Context: an optimization exercise on an open-source flow, tuned for small area. The choices shown serve that exercise and are no tape-out recipe. At most, simulation tests tie the RTL to the original design; equivalence was not proved. Power is estimated from default activity; no workload was simulated.

==> flow/design.v (excerpt) <==
module dvs_ravens
    (
        input  logic        clk,
        input  logic        rst_n,
        input  logic [9:0]  aer,
        input  logic        xsel,
        input  logic        req,
        output logic        ack,
        output logic [31:0] ravens_pkt
    );
export LEC_CHECK = 0
export CAP_MARGIN = 20
export CORE_MARGIN = 2
export CORE_UTILIZATION = 45
export PLACE_DENSITY = 0.6
export SLEW_MARGIN = 20
create_clock -name core_clock -period 24.0 [get_ports {clk}]
standard.sh (not shown) runs the stock make flow with config.mk's settings and CLKGATE_MAP_FILE= SYNTH_SCRIPT=/design/flow/synth_recipe.tcl, a recipe that flattens the netlist after the stock synthesis.
==> flow/flow/run.sh <==
#!/bin/bash
# Standard ORFS layout (the standard.sh), with changes to how it is
# made: CTS without dummy loads, the smallest buffer on the ports, and one
# tie cell for the constant outputs.
set -euo pipefail
CTS="-sink_clustering_enable -repair_clock_nets -dont_use_dummy_load -buf_list sky130_fd_sc_hd__clkbuf_8 -sink_clustering_size 16 -sink_clustering_max_diameter 80"
bash standard.sh finish "CTS_ARGS=$CTS" "BUFFER_PORTS_ARGS=-buffer_cell sky130_fd_sc_hd__buf_1" "SKIP_REPAIR_TIE_FANOUT=1" "REMOVE_ABC_BUFFERS=1" > standard.log 2>&1
Then changed:
--- a/flow/flow/run.sh
+++ b/flow/flow/run.sh
@@ -1,5 +1,11 @@
 #!/bin/bash
-# Standard ORFS layout (the standard.sh), with changes to how it is
-# made: CTS without dummy loads, the smallest buffer on the ports, and one
-# tie cell for the constant outputs.
+# Standard ORFS layout (the standard.sh, which also runs the standard
+# synthesis unchanged), with these changes to how the layout is made:
+#  - CTS: clkbuf_8 buffers on sink clusters of at most 16 flip-flops, and no
+#    dummy loads;
+#  - the ports are buffered with the smallest buffer, buf_1;
+#  - one tie cell drives the constant outputs;
+#  - the buffers that ABC inserted during synthesis are removed at floorplan
+#    (repair_design then buffers what needs it).
+# The make output goes to standard.log; each tool's log is under orfs/logs/.
 set -euo pipefail
Settings changed: CORE_UTILIZATION 45 to 75, PLACE_DENSITY 0.6 to 0.85.
Result:
- cell area went down slightly
- setup slack gets better by 0.011 ns
- routed wire length went down slightly
- global-route usage went up by 10 points
- flip-flop and latch count is unchanged
- die area went down by well over a third
Then changed:
Settings changed: CORE_UTILIZATION 75 to 85, PLACE_DENSITY 0.85 to 0.92.
What happened:
- The new run completed with no timing, DRC or antenna violations
- non-clock buffer count is unchanged
- routed wire length is higher by well over a third
- cell count went down slightly
- design area stays flat
- power is higher by a few percent
- clock skew fell by 0.014 ns
Then changed:
==> flow/flow/run.sh (replaced) <==
#!/bin/bash
# Standard ORFS layout (the standard.sh), with changes to how it is
# made: CTS without dummy loads, the smallest buffer on the ports, and one
# tie cell for the constant outputs.
set -euo pipefail
CTS="-sink_clustering_enable -repair_clock_nets -dont_use_dummy_load -buf_list sky130_fd_sc_hd__clkbuf_8 -sink_clustering_size 16 -sink_clustering_max_diameter 80"
bash standard.sh finish "CTS_ARGS=$CTS" "BUFFER_PORTS_ARGS=-buffer_cell sky130_fd_sc_hd__buf_1" "SKIP_REPAIR_TIE_FANOUT=1" "REMOVE_ABC_BUFFERS=1" > standard.log 2>&1
Settings changed: CORE_UTILIZATION 85 to 60, CTS_BUF_LIST from default to sky130_fd_sc_hd__clkbuf_16, CTS_CLUSTER_DIAMETER from default to 100, CTS_CLUSTER_SIZE from default to 25, PLACE_DENSITY 0.92 to 0.75.
Setup slack improved by 0.36 ns.
Final cell count went up by 6.0%.
Wire length fell by 26%.

========
## run 1
dvs_ravens, a different RTL version from the one above (not shown whole).
Size in the first run: ~830 cells after synthesis, ~240 flip-flops, ~47 I/O pins, ~0.011 sq mm of cells after synthesis.
==> flow/config.mk <==
export PLATFORM = sky130hd
export DESIGN_NAME = dvs_ravens
export DESIGN_NICKNAME = dvs_ravens
export VERILOG_FILES = /design/flow/design.v
export SDC_FILE = /design/flow/constraint.sdc
export NUM_CORES = 4
export LEC_CHECK = 0
export CAP_MARGIN = 20
export CORE_MARGIN = 2
export CORE_UTILIZATION = 60
export CTS_BUF_LIST = sky130_fd_sc_hd__clkbuf_16
export CTS_CLUSTER_DIAMETER = 100
export CTS_CLUSTER_SIZE = 25
export PLACE_DENSITY = 0.75
export SLEW_MARGIN = 20
==> flow/constraint.sdc <==
create_clock -name core_clock -period 24.0 [get_ports {clk}]
set_input_delay 4.8000 -clock core_clock [delete_from_list [all_inputs] [get_ports {clk}]]
set_output_delay 4.8000 -clock core_clock [all_outputs]
set_load 0.01 [all_outputs]
==> flow/flow/run.sh <==
#!/bin/bash
# Standard ORFS layout (the standard.sh), with changes to how it is
# made: CTS without dummy loads, the smallest buffer on the ports, and one
# tie cell for the constant outputs.
set -euo pipefail
CTS="-sink_clustering_enable -repair_clock_nets -dont_use_dummy_load -buf_list sky130_fd_sc_hd__clkbuf_16 -sink_clustering_size 30 -sink_clustering_max_diameter 120"
bash standard.sh finish "CTS_ARGS=$CTS" "BUFFER_PORTS_ARGS=-buffer_cell sky130_fd_sc_hd__buf_1" "SKIP_REPAIR_TIE_FANOUT=1" "REMOVE_ABC_BUFFERS=1" "RECOVER_POWER=100" > standard.log 2>&1
Complete run, failing final checks: run 1, reason capacitance limit, slew limit.
--- input diff run 1..run 2 ---
==> flow/flow/run.sh <==
#!/bin/bash
# Standard ORFS layout (the standard.sh), with changes to how it is
# made: CTS without dummy loads, the smallest buffer on the ports, and one
# tie cell for the constant outputs.
set -euo pipefail
CTS="-sink_clustering_enable -repair_clock_nets -dont_use_dummy_load -buf_list sky130_fd_sc_hd__clkbuf_8 -sink_clustering_size 20 -sink_clustering_max_diameter 90"
bash standard.sh finish "CTS_ARGS=$CTS" "BUFFER_PORTS_ARGS=-buffer_cell sky130_fd_sc_hd__buf_1" "SKIP_REPAIR_TIE_FANOUT=1" > standard.log 2>&1
==> run summary <==
- Run 2: PASS, flow complete, no timing, DRC or antenna violations
- Compared with run 1, number of global-route vias before repair in run 2 increased by a few percent.
- Sort run 1 and run 2 by routed wire length asc -> top: run 2
- Going from run 1 to run 2, the total power divided by cell area was found to have gone down by about 1.5%.
- Non-clock buffer count grows by a few percent when moving from run 1 to run 2.
- Run 1 and run 2 ended up with nearly the same global routing usage summed across all routing layers.
Relative to run 2, the following input files were edited for run 3:
==> flow/flow/run.sh <==
#!/bin/bash
# Standard ORFS layout (the standard.sh), with changes to how it is
# made: CTS without dummy loads, the smallest buffer on the ports, and one
# tie cell for the constant outputs.
set -euo pipefail
CTS="-sink_clustering_enable -repair_clock_nets -dont_use_dummy_load -buf_list sky130_fd_sc_hd__clkbuf_8 -sink_clustering_size 16 -sink_clustering_max_diameter 80"
bash standard.sh finish "CTS_ARGS=$CTS" "BUFFER_PORTS_ARGS=-buffer_cell sky130_fd_sc_hd__buf_1" "SKIP_REPAIR_TIE_FANOUT=1" "REMOVE_ABC_BUFFERS=1" > standard.log 2>&1
Notes after the runs:
Compared with run 2, run 3 shows a higher global-route wire length before repair. Routed wire length: run 2 vs run 3 — no meaningful difference. Run 3 completed every stage of the flow, and the final layout passed the timing, DRC and antenna checks. In the flow results for run 3 and run 2, the number of vias per cell is smaller on run 2.
The following lists how run 4 was set up differently from run 3:
==> flow/flow/run.sh <==
#!/bin/bash
# Standard ORFS layout (the standard.sh), with changes to how it is
# made: CTS without dummy loads, the smallest buffer on the ports, and one
# tie cell for the constant outputs.
set -euo pipefail
CTS="-sink_clustering_enable -repair_clock_nets -dont_use_dummy_load -buf_list sky130_fd_sc_hd__clkbuf_8 -sink_clustering_size 16 -sink_clustering_max_diameter 80"
bash standard.sh finish "CTS_ARGS=$CTS" "BUFFER_PORTS_ARGS=-buffer_cell sky130_fd_sc_hd__buf_1" "SKIP_REPAIR_TIE_FANOUT=1" > standard.log 2>&1
Notes after the runs:
The core of run 4 is more densely filled than that of run 3. Clock skew: run 4 worse than run 3. Run 4 vs run 3: clock network fraction of design power up. Comparing run 4 with run 3, the fraction of area in clock buffers and inverters came out essentially unchanged. When run 4 is set beside run 3, its share of the clock period used by the worst path after layout turns out to be 1.1 points smaller. On worst setup slack, the lower figure sits with run 3, not run 4. Re total wire length after detailed routing: run 3 was lower than run 4. Part of the power in combinational logic delta (run 3 -> run 4): insignificant. From run 4 to run 3, post-synthesis compound-gate area fraction did not move at all. | power per cell area | run 4 vs run 3 | ≈ equal |. In run 4, total clock buffers created by CTS is higher than in run 3.
No functional check of the RTL was part of any run of this note.

========
## zinc
The RTL this note starts from:
==> flow/design.v <==
`timescale 1ns/1ps
module timer_us
    (
        input  logic        clk,
        input  logic        rst_n,
        output logic [15:0] time_prev
    );
    localparam logic [4:0] PRE_FIRST = 5'b01100;    
    localparam logic [4:0] PRE_WRAP  = 5'b00110;    
    logic [4:0]  tm_pre;
    logic [16:0] tm_us;
    wire pre_last = ~tm_pre[4] & ~tm_pre[2] & ~tm_pre[0];
    wire pre_wrap = ~tm_pre[3] & ~tm_pre[0];
    wire tm_wrap  = tm_us[16] & tm_us[15] & tm_us[12] & tm_us[11] & tm_us[8] &
                    tm_us[7] & tm_us[4] & tm_us[3] & tm_us[0] & pre_wrap;
    always_ff @(posedge clk, negedge rst_n) begin
        if (!rst_n) begin
            tm_pre <= PRE_WRAP;
            tm_us  <= 17'd104857;
        end
        else if (tm_wrap) begin
            tm_pre <= PRE_FIRST;
            tm_us  <= 17'd0;
        end
        else if (pre_last) begin
            tm_pre <= PRE_FIRST;
            tm_us  <= tm_us + 17'd1;
        end
        else begin
            tm_pre <= {tm_pre[3:0], tm_pre[4] ^ tm_pre[2]};
        end
    end
    assign time_prev = tm_us[15:0];
endmodule
`timescale 1ns/1ps
module dvs_ravens
    (
        input  logic        clk,
        input  logic        rst_n,
        input  logic [9:0]  aer,
        input  logic        xsel,
        input  logic        req,
        output logic        ack,
        output logic [31:0] ravens_pkt
    );
    logic [15:0] time_prev;
    timer_us TIMER (
        .clk(clk),
        .rst_n(rst_n),
        .time_prev(time_prev)
    );
    logic       req_m, req_s;
    logic       xsel_m, xsel_s;
    logic [9:0] aer_m, aer_s;
    always_ff @(posedge clk, negedge rst_n) begin
        if (!rst_n) begin
            req_m <= 1'b0;
            req_s <= 1'b0;
        end
        else begin
            req_m <= req;
            req_s <= req_m;
        end
    end
    always_ff @(posedge clk) begin
        xsel_m <= xsel;
        xsel_s <= xsel_m;
        aer_m  <= aer;
        aer_s  <= aer_m;
    end
    logic [1:0] rx_st;
    wire rx_samp = (rx_st == 2'd1) | ((rx_st == 2'd0) & req_s & xsel_s);
    always_ff @(posedge clk, negedge rst_n) begin
        if (!rst_n) begin
            rx_st <= 2'd0;
        end
        else begin
            case (rx_st)
                2'd0: rx_st <= req_s ? (xsel_s ? 2'd2 : 2'd1) : 2'd0;
                2'd1: rx_st <= 2'd2;
                2'd2: rx_st <= 2'd3;
                2'd3: rx_st <= req_s ? 2'd3 : 2'd0;
            endcase
        end
    end
    assign ack = rx_st[1];
    logic       row_yok;
    logic [6:0] row_y;
    logic       row_tcap;
    logic [15:0] row_ts;
    always_ff @(posedge clk, negedge rst_n) begin
        if (!rst_n) begin
            row_yok  <= 1'b1;
            row_y    <= 7'd0;
            row_tcap <= 1'b0;
        end
        else begin
            row_tcap <= rx_samp & ~xsel_s;
            if (rx_samp & ~xsel_s) begin
                row_yok <= (aer_s[8:0] < 9'd100);
                row_y   <= aer_s[6:0] * 7'd45;
            end
        end
    end
    always_ff @(posedge clk, negedge rst_n) begin
        if (!rst_n) begin
            row_ts <= 16'd0;
        end
        else if (row_tcap) begin
            row_ts <= time_prev;
        end
    end
    wire       ev_ok  = aer_s[0] & (aer_s[9:1] < 9'd100) & row_yok;
    wire [7:0] ev_idx = {aer_s[8:2] + row_y, aer_s[1]};
    logic [7:0]  ev_idx_q;
    logic [15:0] ev_ts_q;
    logic        ev_unf;
    always_ff @(posedge clk) begin
        if (rx_samp & xsel_s) begin
            ev_idx_q <= ev_idx;
            ev_ts_q  <= row_ts;
        end
    end
    logic ev_new, ev_done, wr_en;
    logic [1:0]  wp, rp, cur_ptr;
    logic [23:0] slot [0:3];         
    logic [1:0] rd_st;
    logic       new_spike;
    logic [2:0] tx_st;
    wire full     = (wp + 2'd1 == rp);
    wire empty    = (wp == rp);
    wire wr_req   = ev_unf & ~ev_done;
    wire wr_grant = wr_req & ~full;
    wire rdy      = (tx_st == 3'd0) | (tx_st == 3'd1);
    wire rd_grant = rdy & ~wr_req & ~empty;
    wire [1:0] wr_slot = wp + {1'b0, wr_en & ~full};
    always_ff @(posedge clk, negedge rst_n) begin
        if (!rst_n) begin
            ev_new  <= 1'b0;
            ev_unf  <= 1'b0;
            ev_done <= 1'b1;
            wr_en   <= 1'b0;
            wp      <= 2'd0;
            rp      <= 2'd0;
            rd_st   <= 2'd0;
        end
        else begin
            ev_new <= rx_samp & xsel_s;
            if (rx_samp & xsel_s) ev_unf <= ev_ok;
            if (ev_new) ev_done <= 1'b0;
            else if (wr_grant) ev_done <= 1'b1;
            wr_en <= wr_grant;
            if (wr_en & ~full) wp <= wp + 2'd1;
            if (rd_st == 2'd1 && !empty) rp <= rp + 2'd1;
            case (rd_st)
                2'd0: rd_st <= rd_grant ? 2'd1 : 2'd0;
                2'd1: rd_st <= 2'd2;
                default: rd_st <= 2'd0;
            endcase
        end
    end
    wire [1:0] rp_next  = rp + {1'b0, rd_st == 2'd1 && !empty};
    wire       wr_keep  = (wr_slot + 2'd1 != rp_next);
    always_ff @(posedge clk) begin
        if (wr_grant & wr_keep) slot[wr_slot] <= {ev_idx_q, ev_ts_q};
        if (rd_st == 2'd2) cur_ptr <= rp - 2'd1;
    end
    wire [23:0] cur_ev = slot[cur_ptr];
    wire [15:0] sp_ts  = cur_ev[15:0];
    wire [7:0]  sp_idx = cur_ev[23:16];
    localparam TX_WAIT_NEW = 3'd0, TX_WAIT_NEXT = 3'd1, TX_START = 3'd2, TX_RUN = 3'd3, TX_SPIKE = 3'd4;
    logic [15:0] base;
    logic [3:0]  step;
    wire [8:0] step25 = {1'b0, step, 4'b0} + {2'b0, step, 3'b0} + {5'b0, step};
    wire [9:0] seg_lo = {1'b0, base[8:0]} + {1'b0, step25};
    wire       seg_wrap = (&base[15:9]) & seg_lo[9];
    wire [15:0] f_x = (tx_st == TX_WAIT_NEW) ? time_prev : base;
    wire [16:0] f = {1'b0, sp_ts} + {1'b0, ~f_x};
    wire        e_pos = seg_wrap | f[16];
    wire        e_big = (seg_wrap & f[16]) | (f[15:8] != 8'd0);
    logic [3:0] qe;
    always_comb begin
        if (e_big || f[7:0] >= 8'd225) qe = 4'd9;
        else if (f[7:0] >= 8'd200) qe = 4'd8;
        else if (f[7:0] >= 8'd175) qe = 4'd7;
        else if (f[7:0] >= 8'd150) qe = 4'd6;
        else if (f[7:0] >= 8'd125) qe = 4'd5;
        else if (f[7:0] >= 8'd100) qe = 4'd4;
        else if (f[7:0] >= 8'd75)  qe = 4'd3;
        else if (f[7:0] >= 8'd50)  qe = 4'd2;
        else if (f[7:0] >= 8'd25)  qe = 4'd1;
        else qe = 4'd0;
    end
    wire later   = e_pos & (qe >= step);
    wire capped  = (qe == 4'd9);
    wire new_sim = later & capped;
    wire        ts_near = f[16] | (f[15:0] >= 16'd65286);
    always_ff @(posedge clk, negedge rst_n) begin
        if (!rst_n) begin
            tx_st <= TX_WAIT_NEW;
        end
        else begin
            case (tx_st)
                TX_WAIT_NEW:  tx_st <= (new_spike & ts_near) ? TX_START : TX_WAIT_NEW;
                TX_WAIT_NEXT: tx_st <= new_spike ? (later ? TX_RUN : TX_SPIKE) : TX_WAIT_NEXT;
                TX_START:     tx_st <= TX_SPIKE;
                TX_RUN:       tx_st <= new_sim ? TX_WAIT_NEW : TX_SPIKE;
                TX_SPIKE:     tx_st <= TX_WAIT_NEXT;
                default:      tx_st <= TX_WAIT_NEW;
            endcase
        end
    end
    always_ff @(posedge clk, negedge rst_n) begin
        if (!rst_n) begin
            new_spike <= 1'b0;
        end
        else if (rd_st == 2'd2) begin
            new_spike <= 1'b1;
        end
        else if (tx_st == TX_SPIKE) begin
            new_spike <= 1'b0;
        end
    end
    always_ff @(posedge clk) begin
        if (tx_st == TX_RUN) begin
            if (later) step <= capped ? 4'd15 : qe + 4'd1;
        end
        else if (tx_st == TX_START) begin
            base <= sp_ts;
            step <= 4'd0;
        end
    end
    logic [1:0] pkt_hdr;
    logic [7:0] pkt_idx;
    always_ff @(posedge clk, negedge rst_n) begin
        if (!rst_n) begin
            pkt_hdr <= 2'b00;
            pkt_idx <= 8'd0;
        end
        else begin
            case (tx_st)
                TX_SPIKE: begin pkt_hdr <= 2'b00; pkt_idx <= sp_idx; end
                TX_RUN:   begin pkt_hdr <= 2'b01; pkt_idx <= 8'd0; end
                TX_START: begin pkt_hdr <= 2'b10; pkt_idx <= 8'd0; end
                default: ;
            endcase
        end
    end
    assign ravens_pkt = {1'b0, pkt_hdr, 16'd0, pkt_idx, 5'd0};
endmodule
clock: 24.0 ns
lec_check: 0
cap_margin: 20
core_margin: 2
core_utilization: 60
cts_buf_list: sky130_fd_sc_hd__clkbuf_16
cts_cluster_diameter: 100
cts_cluster_size: 25
place_density: 0.75
slew_margin: 20
==> flow/flow/run.sh <==
#!/bin/bash
# Standard ORFS layout (the standard.sh), with changes to how it is
# made: CTS without dummy loads, the smallest buffer on the ports, and one
# tie cell for the constant outputs.
set -euo pipefail
CTS="-sink_clustering_enable -repair_clock_nets -dont_use_dummy_load -buf_list {sky130_fd_sc_hd__clkbuf_8 sky130_fd_sc_hd__clkbuf_16} -sink_clustering_size 30 -sink_clustering_max_diameter 120"
bash standard.sh finish "CTS_ARGS=$CTS" "BUFFER_PORTS_ARGS=-buffer_cell sky130_fd_sc_hd__buf_1" "SKIP_REPAIR_TIE_FANOUT=1" > standard.log 2>&1
Both conditions hold for zinc: the flow ran to the end and the final layout passed the timing, DRC and antenna checks.
The following lists how lagoon was set up differently from zinc:
==> flow/flow/run.sh <==
#!/bin/bash
# Standard ORFS layout (the standard.sh), with changes to how it is
# made: CTS without dummy loads, the smallest buffer on the ports, and one
# tie cell for the constant outputs.
set -euo pipefail
CTS="-sink_clustering_enable -repair_clock_nets -dont_use_dummy_load -buf_list sky130_fd_sc_hd__clkbuf_16 -sink_clustering_size 30 -sink_clustering_max_diameter 120"
bash standard.sh finish "CTS_ARGS=$CTS" "BUFFER_PORTS_ARGS=-buffer_cell sky130_fd_sc_hd__buf_1" "SKIP_REPAIR_TIE_FANOUT=1" > standard.log 2>&1
[summary]
- Changes observed in lagoon relative to zinc: total DRC errors in the routed layout shows no meaningful change, initial DRC count shows no meaningful change, via count shows no meaningful change, clock buffer count shows no meaningful change.
- Re post-layout minimum cycle time: no difference whatsoever between lagoon and zinc.
- Diff zinc..lagoon | utilization | unchanged
- Synthesized area came out exactly the same in lagoon and zinc.
- From lagoon to zinc, number of buffers between clock root and the deepest sink did not move at all.
## Diff of input files: violet against lagoon
==> flow/flow/run.sh <==
#!/bin/bash
# Standard ORFS layout (the standard.sh), with changes to how it is
# made: CTS without dummy loads, the smallest buffer on the ports, and one
# tie cell for the constant outputs.
set -euo pipefail
CTS="-sink_clustering_enable -repair_clock_nets -dont_use_dummy_load -buf_list sky130_fd_sc_hd__clkbuf_16 -sink_clustering_size 36 -sink_clustering_max_diameter 150"
bash standard.sh finish "CTS_ARGS=$CTS" "BUFFER_PORTS_ARGS=-buffer_cell sky130_fd_sc_hd__buf_1" "SKIP_REPAIR_TIE_FANOUT=1" > standard.log 2>&1
Notes after the runs:
violet against lagoon: met1 track utilization from global routing climbed 0.56 points, post-synthesis to final-layout area growth dropped 0.45 points, clock power dropped about 8%, vias per cell climbed 0.024. In violet relative to lagoon, detailed-route wire length had gone up slightly. Diff violet..lagoon | via count | negligible. Cmp violet and lagoon / fraction of area in clock buffers and inverters / lower: violet. Compared with lagoon, in violet maximum buffer depth of the clock tree ~0 delta, sequential share of layout area +0.25 points. violet ends up with higher worst setup slack than lagoon does.

[what the ideal ports hide]
The flow's constraints put no driver on any port. The routed layouts listed below were extracted and timed again, unchanged, in two steps.
Step 1 assumes that a clkbuf_16 drives the clock port and a buf_2 every other input.
Step 2 times the ports against the registers' clock, not the clock port: input delays grow and output delays shrink by t, the midpoint of the rising clock arrivals with the driver on.
a / b / c = ideal ports / drivers / drivers and shift; a / b = the first two.
run	t, ns	slack for setup (ns)	cell pins on the clock port's net
the first run of note 1	0.547	18.002 / 17.961 / 18.115	1
the second run of note 1	0.534	18.013 / 17.974 / 18.076	1
the third run of note 1	0.538	17.644 / 17.644 / 17.644	1
the fourth run of note 1	0.542	18.007 / 17.966 / 18.083	1
run 1	0.499	15.774 / 15.793 / 15.294	1
run 2	0.530	18.077 / 18.041 / 18.166	1
run 3	0.532	17.823 / 17.823 / 17.823	1
run 4	0.542	18.081 / 18.044 / 18.176	1
zinc	0.485	18.087 / 18.050 / 18.206	1
lagoon	0.485	18.087 / 18.050 / 18.206	1
violet	0.498	18.127 / 18.090 / 18.197	1
For run 1, which loses most, drivers alone change the setup slack by +0.019 ns; drivers and shift together by -0.480 ns. The worst setup slack also covers recovery checks on asynchronous resets.
